From an optimization exercise on the open Yosys and OpenROAD flow, aimed at small area, a short achievable clock period and few clock cycles per item; shortcuts taken in it are not production practice.
The RTL was checked by simulation tests, not by an equivalence proof against the original design.
Power figures rest on the tool's default switching activity, not on a simulated workload.

--- run.sh ---
#!/bin/bash
# synth_recipe.tcl (not shown) runs the flow's synth.tcl, then flattens the netlist and writes it again
# the make line also repeats each setting of config.mk as NAME=value (left out here)
make -C /OpenROAD-flow-scripts/flow DESIGN_CONFIG=/design/flow/config.mk WORK_HOME=/design/flow/orfs CLKGATE_MAP_FILE= SYNTH_SCRIPT=/design/flow/synth_recipe.tcl finish
--- config.mk ---
export PLATFORM = sky130hd
export DESIGN_NAME = ALU
export DESIGN_NICKNAME = ALU
export VERILOG_FILES = /design/flow/design.v
export SDC_FILE = /design/flow/constraint.sdc
export NUM_CORES = 4
export LEC_CHECK = 0
export CAP_MARGIN = 20
export CORE_MARGIN = 2
export CORE_UTILIZATION = 40
export PLACE_DENSITY = 0.6
export SLEW_MARGIN = 20
--- constraint.sdc ---
create_clock -name core_clock -period 10.0 [get_ports {clk}]
set_input_delay 2.0000 -clock core_clock [delete_from_list [all_inputs] [get_ports {clk}]]
set_output_delay 2.0000 -clock core_clock [all_outputs]
set_load 0.01 [all_outputs]
--- design.v ---
module alu_addsub (
    input  [31:0] a,
    input  [31:0] b,       
    input         cin,
    output [31:0] s,
    output [3:0]  flag
);
    assign s = a + b + {31'd0, cin};
    wire ovf = (a[31] == b[31]) & (s[31] != a[31]);
    wire [31:0] cz = {a[30:0] | b[30:0], cin};
    wire zero = ~|((a ^ b) ^ cz);
    assign flag = {ovf, zero, s[31], ovf};
endmodule
module mul_group (
    input  [31:0] m,
    input  [8:0]  q9,      
    input  [31:0] acc,     
    output [39:0] s
);
    wire [39:0] r [0:3];
    wire [3:0] ng;
    genvar t;
    generate
        for (t = 0; t < 4; t = t + 1) begin : row
            wire b0 = q9[2*t], b1 = q9[2*t+1], b2 = q9[2*t+2];
            wire one = b0 ^ b1;
            wire two = (b2 & ~b1 & ~b0) | (~b2 & b1 & b0);
            assign ng[t] = b2 & ~(b1 & b0);
            wire [32:0] mag = one ? {m[31], m} : two ? {m, 1'b0} : 33'd0;
            wire [32:0] x = mag ^ {33{ng[t]}};
            wire [39:0] xe = {{7{x[32]}}, x};
            assign r[t] = xe << (2*t);
        end
    endgenerate
    wire [39:0] nv = {33'd0, ng[3], 1'b0, ng[2], 1'b0, ng[1], 1'b0, ng[0]};
    wire [39:0] av = {{8{acc[31]}}, acc};
    wire [39:0] s1 = r[0] ^ r[1] ^ r[2];
    wire [39:0] c1 = ((r[0] & r[1]) | (r[0] & r[2]) | (r[1] & r[2])) << 1;
    wire [39:0] s2 = r[3] ^ av ^ nv;
    wire [39:0] c2 = ((r[3] & av) | (r[3] & nv) | (av & nv)) << 1;
    wire [39:0] s3 = s1 ^ c1 ^ s2;
    wire [39:0] c3 = ((s1 & c1) | (s1 & s2) | (c1 & s2)) << 1;
    wire [39:0] s4 = s3 ^ c3 ^ c2;
    wire [39:0] c4 = ((s3 & c3) | (s3 & c2) | (c3 & c2)) << 1;
    assign s = s4 + c4;
endmodule
module div_step (
    input  [30:0] r,
    input         b,
    input  [32:0] dx,
    input         c0,
    output [30:0] r_out,
    output        q
);
    wire [31:0] x = {r, b};
    wire [32:0] t = {1'b0, x} + dx + {32'd0, c0};
    assign q = ~t[32];
    assign r_out = q ? t[30:0] : x[30:0];
endmodule
module div_lt (
    input  [30:0] y,
    input  [32:0] dx,
    input         c0,
    output        lt
);
    wire [32:0] t = {2'b0, y} + dx + {32'd0, c0};
    assign lt = t[32];
endmodule
module ALU #(
    parameter WIDTH = 32
)(
    input [WIDTH-1:0] num_1,
    input [WIDTH-1:0] num_2,
    input [WIDTH-1:0] sub_reg_input,
    input [3:0] opcode,
    input clk,
    output reg [WIDTH-1:0] result,
    output reg [WIDTH-1:0] sub_reg_result,
    output reg done,
    output reg [3:0] flag  
);
    wire op_mul = (opcode == 4'd2);
    wire op_div = (opcode == 4'd3);
    wire op_arith = (opcode == 4'd0) | (opcode == 4'd1) | (opcode == 4'd4);
    wire op_logic = (opcode == 4'd5) | (opcode == 4'd6) | (opcode == 4'd7) | (opcode == 4'd8);
    wire is_add = ~opcode[0] & ~opcode[2];
    wire is_neg = opcode[2];
    wire [31:0] aa = is_neg ? 32'd0 : num_1;
    wire [31:0] bb = is_add ? num_2 : ~(is_neg ? num_1 : num_2);
    wire [31:0] ar_s;
    wire [3:0]  ar_f;
    alu_addsub u_add (.a(aa), .b(bb), .cin(~is_add), .s(ar_s), .flag(ar_f));
    reg [31:0] lg;
    always @(*) begin
        case (opcode[1:0])
            2'b01:   lg = num_1 & num_2;
            2'b10:   lg = num_1 | num_2;
            2'b11:   lg = num_1 ^ num_2;
            default: lg = ~num_1;
        endcase
    end
    wire [3:0] lg_f = {1'b0, ~|lg, lg[31], 1'b0};
    reg        act;         
    reg        fin;         
    reg        ovf;         
    reg  [5:0] cnt;         
    reg  [31:0] hi;         
    reg  [31:0] lo;         
    wire [1:0] grp = act ? cnt[1:0] : 2'd0;
    reg  [8:0] q9;
    always @(*) begin
        case (grp)
            2'd0: q9 = {num_2[7:0], 1'b0};
            2'd1: q9 = num_2[15:7];
            2'd2: q9 = num_2[23:15];
            default: q9 = num_2[31:23];
        endcase
    end
    wire [39:0] ms;
    mul_group u_mul (.m(num_1), .q9(q9), .acc(act ? hi : 32'd0), .s(ms));
    wire zs = sub_reg_input[31];
    wire ds = num_2[31];
    wire [32:0] dx = ds ? {num_2[31], num_2} : ~{num_2[31], num_2};    
    wire c0 = ~ds;
    wire [63:0] zm = {sub_reg_input, num_1} ^ {64{zs}};
    wire [30:0] r0 = hi[30:0];
    wire [30:0] r1, r2;
    wire q1, q2;
    div_step u_s1 (.r(r0), .b(lo[31]), .dx(dx), .c0(c0), .r_out(r1), .q(q1));
    div_step u_s2 (.r(r1), .b(lo[30]), .dx(dx), .c0(c0), .r_out(r2), .q(q2));
    wire lt16, lt8;
    div_lt u_l16 (.y({r0[14:0], lo[31:16]}), .dx(dx), .c0(c0), .lt(lt16));
    div_lt u_l8  (.y({r0[22:0], lo[31:24]}), .dx(dx), .c0(c0), .lt(lt8));
    wire sk16 = (cnt >= 6'd16) & ~|r0[30:15] & lt16;
    wire sk8  = (cnt >= 6'd8)  & ~|r0[30:23] & lt8;
    always @(posedge clk) begin
        if (!(op_mul | op_div) | fin) begin
            act <= 1'b0;
            fin <= 1'b0;
        end else if (op_mul) begin
            hi  <= ms[39:8];
            lo  <= {ms[7:0], lo[31:8]};
            cnt <= act ? cnt + 6'd1 : 6'd1;
            act <= 1'b1;
            fin <= act & (cnt[1:0] == 2'd3);
        end else if (!act) begin             
            hi  <= {1'b0, zm[62:32]};
            lo  <= zm[31:0];
            cnt <= 6'd32;
            ovf <= 1'b0;
            act <= 1'b1;
        end else if (sk16) begin
            hi  <= {1'b0, r0[14:0], lo[31:16]};
            lo  <= {lo[15:0], 16'd0};
            cnt <= cnt - 6'd16;
            fin <= (cnt == 6'd16);
        end else if (sk8) begin
            hi  <= {1'b0, r0[22:0], lo[31:24]};
            lo  <= {lo[23:0], 8'd0};
            cnt <= cnt - 6'd8;
            fin <= (cnt == 6'd8);
        end else begin
            hi  <= {1'b0, r2};
            lo  <= {lo[29:0], q1, q2};
            cnt <= cnt - 6'd2;
            ovf <= cnt[5] & q1;
            fin <= (cnt == 6'd2) | (cnt[5] & q1);
        end
    end
    wire [31:0] rp = {1'b0, hi[30:0]};
    wire [31:0] qp = lo;
    wire [31:0] ea = ds ? rp : ~rp;
    wire [31:0] ecz = {ea[30:0] | num_2[30:0], ds};
    wire ex = ~|((ea ^ num_2) ^ ecz);
    wire sadj = zs & ex & qp[0];
    wire dneg = zs ^ ds;
    wire [31:0] dq = (qp ^ {32{dneg}}) + {31'd0, dneg ^ sadj};
    wire [31:0] dr = zs ? (sadj ? 32'd0 : ~rp) : rp;
    always @(*) begin
        result = lg;
        sub_reg_result = 32'd0;
        flag = lg_f;
        done = 1'b0;
        if (op_arith) begin
            result = ar_s;
            flag = ar_f;
            done = 1'b1;
        end else if (op_logic) begin
            done = 1'b1;
        end else if (op_mul) begin
            result = lo;
            sub_reg_result = hi;
            flag = {1'b0, ~|{hi, lo}, hi[31], 1'b0};
            done = fin;
        end else if (op_div) begin
            result = ovf ? 32'd0 : dq;
            sub_reg_result = ovf ? 32'd0 : dr;
            flag = ovf ? 4'b1100 : {1'b0, ~|dq, dq[31], 1'b0};
            done = fin;
        end
    end
endmodule
==> results of run 1 <==
==> where the power goes <==
part | internal [mW] | leakage, nW | total, mW | switching [mW]
clock network | 0.173 | 0.135 | 0.334 | 0.161
logic | 1.85 | 13.4 | 5.06 | 3.21
registers | 0.365 | 0.670 | 0.402 | 0.0368
==> critical path, stage by stage <==
cell	delay (ps)
clkdlybuf4s50_1	530
inv_1	160
ha_1	330
xor2_1	280
nand3_1	160
nor4b_1	370
and4_1	340
and3_1	190
or2_1	130
ha_1	170
inv_1	90
a211oi_4	250
and2_1	260
nand2b_4	90
o21a_1	200
a21oi_4	170
xnor2_1	90
nor4_1	330
o2111ai_1	160
or4_1	530
o31ai_2	270
clkdlybuf4s50_1	590
==> area by class of cell <==
| cell class | count | area share [%] |
|---|---|---|
| Antenna cell | 3 | 0.0230 |
| Clock buffer | 9 | 0.691 |
| Clock inverter | 7 | 0.188 |
| Inverter | 425 | 4.89 |
| Multi-Input combinational cell | 3136 | 73.9 |
| Sequential cell | 73 | 6.68 |
| Tap cell | 950 | 3.65 |
| Timing Repair Buffer | 369 | 9.96 |
==> cells by family after synthesis <==
kind of cell,Yosys count,share of synthesized area [%]
buffers and inverters,711,9.31
adder cells (fa/ha/maj),477,23.6
flip-flops,73,7.55
multiplexers,99,4.56
XOR/XNOR,487,14.8
AO/OA/AOI/OAI,1013,23.1
AND/OR/NAND/NOR,1060,17.1
==> layout by cell type (no fill, tap or decap), types with 24 or more instances in the layout <==
cell type	instances
nor2_1	244
nor3_1	58
o21ai_1	42
xor2_1	198
and2_1	38
buf_4	198
clkdlybuf4s50_1	163
nand2_1	419
inv_1	422
o221ai_1	110
fa_1	109
nor4_1	27
a31oi_1	30
mux4_2	24
edfxtp_1	71
o21a_1	28
nand3_1	50
o21ai_0	199
a21o_1	71
ha_1	368
a211oi_1	49
xnor2_1	285
mux2i_1	57
o211ai_1	39
nand4_1	56
nand2b_1	57
a21oi_1	252
==> layer usage <==
| metal | part of all wire (%) | vias up |
|---|---|---|
| li1 | - | 13900 |
| met1 | 39 | 14600 |
| met2 | 42 | 1871 |
| met3 | 9.9 | 475 |
| met4 | 8.3 | 14 |
| met5 | 0.059 | - |
==> through the flow <==
step / utilization [%] / instances / cell area (µm²) / power, mW / setup WS, ps
6_report: 45.7 / 4972 / 32600 / 5.80 / 288
3_5_place_dp: 45.2 / 4951 / 32300 / 5.28 / 320
5_1_grt: 45.7 / 4969 / 32600 / 6.15 / 17.4
2_1_floorplan: - / 3920 / 28800 / 3.54 / 812
3_3_place_gp: 45.2 / 4951 / 32300 / 5.29 / 321
4_1_cts: 45.6 / 4967 / 32500 / 5.63 / 312
==> path summary, 6_finish.rpt <==
kind / start / to / slack (ps)
worst max-delay path: num_2[7] / flag[2] / 290
worst min-delay path: cnt[4] / cnt[4] / 800
worst max register to register: cnt[1] / hi[24] / 1740
worst min register to register: cnt[4] / cnt[4] / 800
==> state kept, by name, summed over array words and instances, names as in the netlist <==
name / count
hi: 32
lo: 32
cnt: 6
act: 1
fin: 1
ovf: 1
==> timing repair <==
item,CTS,global route
setup endpoints to repair,0,1
setup buffers,0,0
gates resized for setup,0,1
==> impl_results.md, run 1 <==
* Status: finished clean
* GRT Overall Usage at a little over a third
* Placer Congestion at 1.04
* First-pass GRT wire length at 199 mm
* F_max at 103 MHz
* Worst VDD drop at 0.188 mV
* Min cycle time layout at 9710 ps
* Max-cap check violation count at 0
* Die width at roughly 270 µm
* Die H at roughly 270 µm
* Effective utilization at floorplan at 40.3%
* CTS tree: done
* P_leak at approximately 14 nW
* Initial antenna violation count at 8
* Drt wl/cell at 28.1 µm
* Pin count of the biggest net entering global routing at 95
* Setup TNS at 0 ps
* Port Buffers at 169
* Die area at roughly 74000 µm²
* RSZ-0062 raised after global routing: no
* Hold slack at 802 ps
* Met2 usage at 54.6%
* Cts bufs inserted at 9
* Average size of a mapped cell at roughly 7.3 µm²
* H-tree levels at 3
* Post-synth ARST share at 0%
* Element type at the critical path end: primary output
* Fillers at 7347
* Clock latency (worst-skew pair) at about 370 ps
* Slew Viols, Final at 0
* Number of synthesized flops with an enable pin at 71
* CTS Sinks at 73
* Gr busiest metal: met2
* Final cycle utilization of the critical path at 97.1%
* Area delta synth->final at 13.2%
* Hold WC Path Type: flip-flop to flip-flop
* Routing usage on met3 at 6.83%
* Most frequent cell after synthesis: inv_1
* Total grt overflow at 0
* Pwr/cell area at 178 nW/µm²
* Synth top area share at 16.0%
* TritonRoute pass-1 iters at 6
* Vias/cell at 6.21
* Reg clk slew, reported paths at 60 ps
* Hold Path Depth at 2
* Layout cells sized above 1 at 7.51%
* Core Footprint at around 71000 µm²
* Detailed Place HPWL at between 100 and 150 mm
* DRC Markers at 0
* Cell taking the most area after synthesis: ha_1
* Count of final setup violators at 0
* Worst Path Required at ~8000 ps
* Post-synth top cells: 422 x inv_1, 420 x nand2_1, 368 x ha_1
* Setup Skew at 16.5 ps
* Final Hold Vio Count at 0
* Sequential area share after synthesis at under 10%
* CP Max Fanout at 4
* # rows at approximately 100
* Number of global-route vias before repair at 28400
* Max-Slew Margin vs Limit at 18.6%
* Met1 Use GR at 47.5%
* Clk buf depth at 2
* Mapped Nets at 4498
* I/O pin count at 170
* Cells after Synth at 3920
* Final antenna-violating net count at 0
* Multi-input gate area at 24100 µm²
* Arr. time, crit path at 7710 ps
* Ys flop type: edfxtp_1
* Hold_buf cts at 0
* Sequential cell area at 2180 µm²
* WL final at 140 mm
* DRT iter0 DRCs at around 3800
* Vias at 30900
* Fin nets at ~4600
* Critical path class: input port to primary output
* R2r worst-path depth at 27
* Number of synthesized register bits at 73
* Top cells by area, synth: ha_1 16%, xnor2_1 8.8%, fa_1 7.6%
* Post-synth cell types at 84
* Root Driver: clkbuf_16
* Cell area after synthesis at 28800 µm²
* CP Launch Type: input port
* Worst-Margin Slew at about 1200 ps
* YS warnings at 2
Testbench counts, summed over its fixed seeds: cycles 9,448, items 4,800.
==> inputs of run 2 (changes only) <==
--- a/config.mk
+++ b/config.mk
@@ -5,8 +5,10 @@
 export SDC_FILE = /design/flow/constraint.sdc
 export NUM_CORES = 4
 export LEC_CHECK = 0
+export ABC_CLOCK_PERIOD_IN_PS = 6000
 export CAP_MARGIN = 20
 export CORE_MARGIN = 2
 export CORE_UTILIZATION = 40
 export PLACE_DENSITY = 0.6
+export SETUP_SLACK_MARGIN = 3
 export SLEW_MARGIN = 20
==> run 2 against run 1 <==
Net effect: still clean; final area up 23%; die area unchanged; count of clock-buffer cells in the layout up 1; via count up 7.9%; total power up 35%; final cell count up 6.0%; combinational power up 39%; area after synthesis unchanged; non-clock buffer count up 295.
==> impl_results.md, run 2 <==
* Status: finished clean
* First-pass GRT wire length at 217 mm
* Sequential cell area at 2180 µm²
* Die area at 74100 µm²
* I/O pin count at 170
* Critical path class: input port to primary output
* Cts bufs inserted at 9
* Vias at 33300
* Total grt overflow at 0
* Worst-Margin Slew at 1280 ps
* Core Footprint at 71400 µm²
* Drt wl/cell at 29.2 µm
* Arr. time, crit path at about 6600 ps
* DRC Markers at 0
* Design Area, Final at 40000 µm²
* # rows at 98
* Hold Path Depth at 2
* RSZ-0062 raised after global routing: yes
* TritonRoute pass-1 iters at 8
* Slew Viols, Final at 0
* Placer Congestion at 1.05
* Reg2reg setup slack at 2730 ps
* YS warnings at 2
* Die width at about 270 µm
* Largest regs: hi x32, lo x32, cnt x6
* Element type at the critical path end: primary output
* Mapped Nets at 4498
* Sequential area share after synthesis at roughly 7.5%
* Worst Path Required at roughly 8000 ps
* Fin nets at ~4900
* Most common cell after layout, fill and taps aside: nand2_1
* Vias/cell at 6.32
* Multi-input gate area at 28000 µm²
* Most frequent cell after synthesis: inv_1
* Max-Slew Margin vs Limit at a little over an eighth
* Layout cells sized above 1 at 27.1%
* Count of final setup violators at 0
* R2r startpoint: act
* DRT iter0 DRCs at 4227
* P_leak at around 17 nW
* Hold WC Path Type: flip-flop to flip-flop
* Hold path endpoint: cnt[4]
* Effective utilization at floorplan at 40.3%
* Most frequent cells in the layout: 391 x nand2_1, 383 x inv_1, 327 x buf_4
* Worst VDD drop at 0.260 mV
* H-tree levels at 3
* GRT Overall Usage at between 30% and 40%
* Min cycle time layout at around 8600 ps
* Final Hold Vio Count at 0
* Initial antenna violation count at 5
* Root Driver: clkbuf_16
* CTS tree: done
* Clock latency (worst-skew pair) at 370 ps
* Pin count of the biggest net entering global routing at 77
* Post-synth ARST share at 0%
* Max-cap check violation count at 0
* Top cells by area, synth: ha_1 16%, xnor2_1 8.8%, fa_1 7.6%
* CP Max Fanout at 3
* Hold_buf cts at 0
* CP Launch Type: input port
* Cell area after synthesis at 28800 µm²
* F_max at 117 MHz
* Post-synth cell types at 84
* Final antenna-violating net count at 0
* Average size of a mapped cell at 7.34 µm²
* Post-synth top cells: 422 x inv_1, 420 x nand2_1, 368 x ha_1
* FF-to-FF End: hi[30]
* Cell taking the most area after synthesis: ha_1
* Pwr/cell area at 195 nW/µm²
* Hold slack at 784 ps
* Cells after Synth at 3920
* Number of synthesized flops with an enable pin at 71
* Final cycle utilization of the critical path at a little under nine tenths
* Placed cell area at 32400 µm²
* R2r worst-path depth at 29
* Area delta synth->final at 39.1%
* Detailed Place HPWL at 111 mm
* Min-delay src: cnt[4]
* Setup TNS at 0 ps
* Clk buf depth at 2
* Number of synthesized register bits at 73
* Synth top area share at 16.0%
* Setup Skew at 9.44 ps
* Number of global-route vias before repair at approximately 31000
* CTS Sinks at 73
* Port Buffers at 169
* Fillers at 6545
* Ys flop type: edfxtp_1
* WL final at 154 mm
* Reg clk slew, reported paths at roughly 60 ps
* Die H at 272 µm
## run 2: changes by cell type in the layout (fill, tap and decap cells not counted), sizes merged
cell	change
diode	+1
dlygate4sd2	+17
bufinv	+1
inv	-1
bufbuf	+12
clkbuf	+6
clkinvlp	-1
clkdlybuf4s15	+9
buf	+333
clkdlybuf4s50	-81
nor2	+1
## run 2: how the worst max path moves through the flow
stage,to,start,cells past startpoint
2_1_floorplan,flag[2],num_2[31],25
3_3_place_gp,flag[2],num_2[3],22
3_5_place_dp,flag[2],num_2[3],22
4_1_cts,flag[2],num_2[31],22
5_1_grt,flag[2],num_2[31],22
6_report,flag[2],num_1[27],14
## run 2: worst max-delay path: stages
cell and delay [ps]:
clkdlybuf4s50_1 590, inv_1 250, ha_1 360, mux4_2 620, nor4b_1 350, nand4_1 140
or3_1 370, o21ai_0 500, nand4_1 190, nor4_2 180, o2111ai_1 160, or4_4 450
o31ai_4 210, buf_2 170
## run 2: where the power goes
group	switching, mW	internal, mW	total (mW)
Sequential	0.0469	0.366	0.412
Clock	0.149	0.194	0.343
Combinational	4.02	3.02	7.04
Total	4.22	3.58	7.80
## run 2: per-stage QoR
step | cells | setup slack (ps) | power, mW | util [%]
2_1_floorplan | 3920 | 1620 | 3.68 | -
3_3_place_gp | 4933 | 440 | 5.41 | 45.4
3_5_place_dp | 4933 | 429 | 5.41 | 45.4
4_1_cts | 5209 | 1510 | 7.10 | 54.0
5_1_grt | 5265 | 1350 | 8.17 | 56.1
6_report | 5269 | 1450 | 7.80 | 56.1
## run 2: logic make-up (layout without fill, tap and decap cells)
family          count (synthesis)  after routing  synth area share (%)
other cells                     0              4                     0
buf+inv                       711           1105                  9.31
fa+ha+maj                     477            477                  23.6
xor+xnor                      487            487                  14.8
flops                          73             73                  7.55
mux                            99             99                  4.56
compound gates               1013           1013                  23.1
simple gates                 1060           1061                  17.1
## run 2: final cells by class
class	instances	share of cell area, %
Multi-Input combinational cell	3137	70.0
Antenna cell	4	0.0250
Inverter	425	4.01
Clock buffer	10	0.572
Clock inverter	6	0.162
Sequential cell	73	5.43
Tap cell	950	2.97
Timing Repair Buffer	664	16.8
## run 2: repair_timing
item | CTS | global route
gates cloned | 21 | 4
setup endpoints to repair | 119 | 114
setup buffers | 239 | 52
resized for setup | 958 | 212
hold endpoints to repair | 0 | 0
pin swaps | 234 | 150
## run 2: metal layers
| metal | global-route usage [%] | share of wire (%) |
|---|---|---|
| met1 | 50.4 | 38 |
| met3 | 9.20 | 11 |
| met5 | 0 | 0 |
| met4 | 27.8 | 8.7 |
| met2 | 59.6 | 42 |

[port drivers added, routing unchanged]
No port has a modelled driver above. Below, the same layouts with a new extraction and two added sets of constraints.
Step 1, drivers: a clkbuf_16 drives clk and a buf_2 each remaining input, both assumed.
Step 2 times the ports against the registers' clock, not the clock port: input delays grow and output delays shrink by t, the midpoint of the rising clock arrivals with the driver on.
a / b / c = ideal ports / drivers / drivers and shift; a / b = the first two.
run	t (ns)	slack for setup (ns)	worst hold slack (ns)
run 1	0.416	0.288 / 0.246 / 0.117	0.802 / 0.802 / 0.802
run 2	0.428	1.449 / 1.163 / 1.163	0.784 / 0.784 / 0.784
After both steps every run listed still meets setup and hold. For run 2, which loses most, drivers alone change the setup slack by -0.286 ns; drivers and shift together by -0.286 ns.
